Context: an optimization exercise on an open-source flow, tuned for small area and a short achievable clock period. The choices shown serve that exercise and are no tape-out recipe.

==> job 6268 <==
Design top_module, start of the top module:
module top_module(
    input [11:0] angleIn,
    input [11:0] setPoint,
    input [7:0] kp,
    input [7:0] ki,
    input [7:0] kd,
    input clk,
    input rst,
    output signed [8:0] dutyCycleOut
    );
export LEC_CHECK = 0
export CAP_MARGIN = 20
export CORE_MARGIN = 2
export CORE_UTILIZATION = 60
export CTS_BUF_LIST = sky130_fd_sc_hd__clkbuf_8
export SLEW_MARGIN = 20
export SYNTH_HIERARCHICAL = 1
create_clock -name core_clock -period 16.0 [get_ports {clk}]
standard.sh (not shown) runs the stock make flow with config.mk's settings and CLKGATE_MAP_FILE= SYNTH_SCRIPT=/design/flow/synth_recipe.tcl, a recipe that flattens the netlist after the stock synthesis.
==> flow/flow/run.sh <==
#!/bin/bash
# The standard layout (standard.sh, unchanged synthesis), with:
#  - timing repair aimed past the clock period: SETUP_SLACK_MARGIN from
#    flow/margin.txt, repair limited to sizing moves (the SDC is unchanged);
#  - plain buffers (buf_1, resized as needed) on the ports instead of delay cells;
#  - sizing not restricted to the same cell footprint.
set -euo pipefail
MARGIN=$(cat flow/margin.txt)
bash standard.sh SETUP_SLACK_MARGIN=$MARGIN \
  BUFFER_PORTS_ARGS="-buffer_cell sky130_fd_sc_hd__buf_1" MATCH_CELL_FOOTPRINT=0 \
  SETUP_MOVE_SEQUENCE=unbuffer,sizeup,swap finish > standard_make.log 2>&1
==> flow/flow/margin.txt <==
11.4
==> job 3007 (differences from job 6268) <==
--- a/flow/design.v
+++ b/flow/design.v
@@ -16,10 +16,12 @@
     reg rst_r;                   
     reg [20:0] in_r;             
     reg [8:0] ylo_r;             
     reg inr_r;                   
     reg pos_r;                   
+    reg outr_r;                  
+    reg neg_r;                   
     wire signed [20:0] integ = ~in_r;
     wire w1;
     wire w2;
     wire w3;
     wire w4;
@@ -1376,17 +1378,21 @@
         else if (integ < -255) in_r <= ~(-21'sd255);
         else in_r <= isum_n;
         if (rst | rst_r) begin
             ylo_r <= 9'd0;
             inr_r <= 1'b1;
+            outr_r <= 1'b0;
         end else begin
             ylo_r <= y_lo;
             inr_r <= in_range;
+            outr_r <= ~in_range;
         end
         pos_r <= s_pos;
+        neg_r <= ~s_pos;
     end
-    assign dutyCycleOut = inr_r ? ylo_r : pos_r ? 9'sd255 : -9'sd255;
+    assign dutyCycleOut[3:0] = inr_r ? ylo_r[3:0] : {{3{pos_r}}, 1'b1};
+    assign dutyCycleOut[8:4] = outr_r ? {neg_r, {4{~neg_r}}} : ylo_r[8:4];
 endmodule
 module pid_fa(input a, input b, input ci, output s, output co);
     assign s = a ^ b ^ ci;
     assign co = (a & b) | (ci & (a ^ b));
 endmodule
==> impl_metrics.py <==
metrics = {
    "critical_path": {
        "cp.depth": 12,
        "crit_end": "e_r[8]",
        "cp_cell_sequence": "buf_8 > inv_8 > ha_4 > fa_2 > nor2b_2 > o21ai_2 > a21boi_2 > o21ai_4 > a21oi_2 > inv_1 > fa_2 > inv_1",
    },
    "global_routing": {
        "grt_use_total": 0.297,
        "grt_pass1_wl_um": 49400,
    },
    "status": {
        "status": "finished clean",
    },
    "synthesis": {
        "yosys.area_share.adder": 0.579,
        "ys_ff_latch": 86,
        "synth_top_cells_by_area": "fa_1 (52%), dfxtp_1 (14%), nand2_1 (10%)",
    },
    "timing": {
        "fin_ws_ns": 11.15,
    },
    "drt": {
        "wirelength_um": 29800,
    },
    "finish": {
        "finalNetCount": 1659,
    },
    "clock_network": {
        "cts_sinks": 86,
    },
}
-- figures above: job 3007

==> impl_metrics.py <==
metrics = {
    "status": {
        "status": "finished clean",
    },
    "timing": {
        "fin_ws_ns": 11.22,
    },
    "clock_network": {
        "cts_sinks": 84,
    },
    "global_routing": {
        "grt_use_total": 0.304,
        "grt_pass1_wl_um": 50900,
    },
    "drt": {
        "wirelength_um": 30700,
    },
    "critical_path": {
        "cp_cell_sequence": "nand2_2 > fa_1 > fa_1 > fa_2 > fa_1 > fa_2 > ha_4 > nand2_1 > a21oi_2 > o21a_1 > nand2_2 > nand2_2 > fa_2 > xnor2_1 > nor4_1 > nand4_1 > o21ai_1",
        "cp.depth": 17,
    },
    "synthesis": {
        "ys_ff_latch": 84,
        "yosys.area_share.adder": 0.575,
    },
}
-- figures above: job 6268

No run of this note included a check of the RTL's function; only the layout flow was run.

==> re-timing with driven ports <==
The flow's constraints put no driver on any port. The routed layouts listed below were extracted and timed again, unchanged, in two steps. Step 1: set_driving_cell puts a clkbuf_16 on clk and a buf_2 on each other input, an assumption about the parent block. Step 2, shift: input delay + t, output delay - t, t = (earliest + latest rising clock arrival at the registers) / 2. This alone moves slack from input paths to output paths. a / b / c = no drivers / after step 1 / after step 2; a / b = the first two.
| run | t, ns | slack for setup (ns) | worst slew at a driven data input, ns | cell pins on the clock port's net |
|---|---|---|---|---|
| job 6268 | 0.438 | 11.225 / 11.225 / 10.846 | 0.05 | 1 |
| job 3007 | 0.422 | 11.151 / 11.128 / 10.706 | 0.07 | 1 |
After both steps every run listed still meets setup and hold. The setup slack of job 3007, which loses most, moves by -0.023 ns with the drivers and by -0.445 ns with both steps.
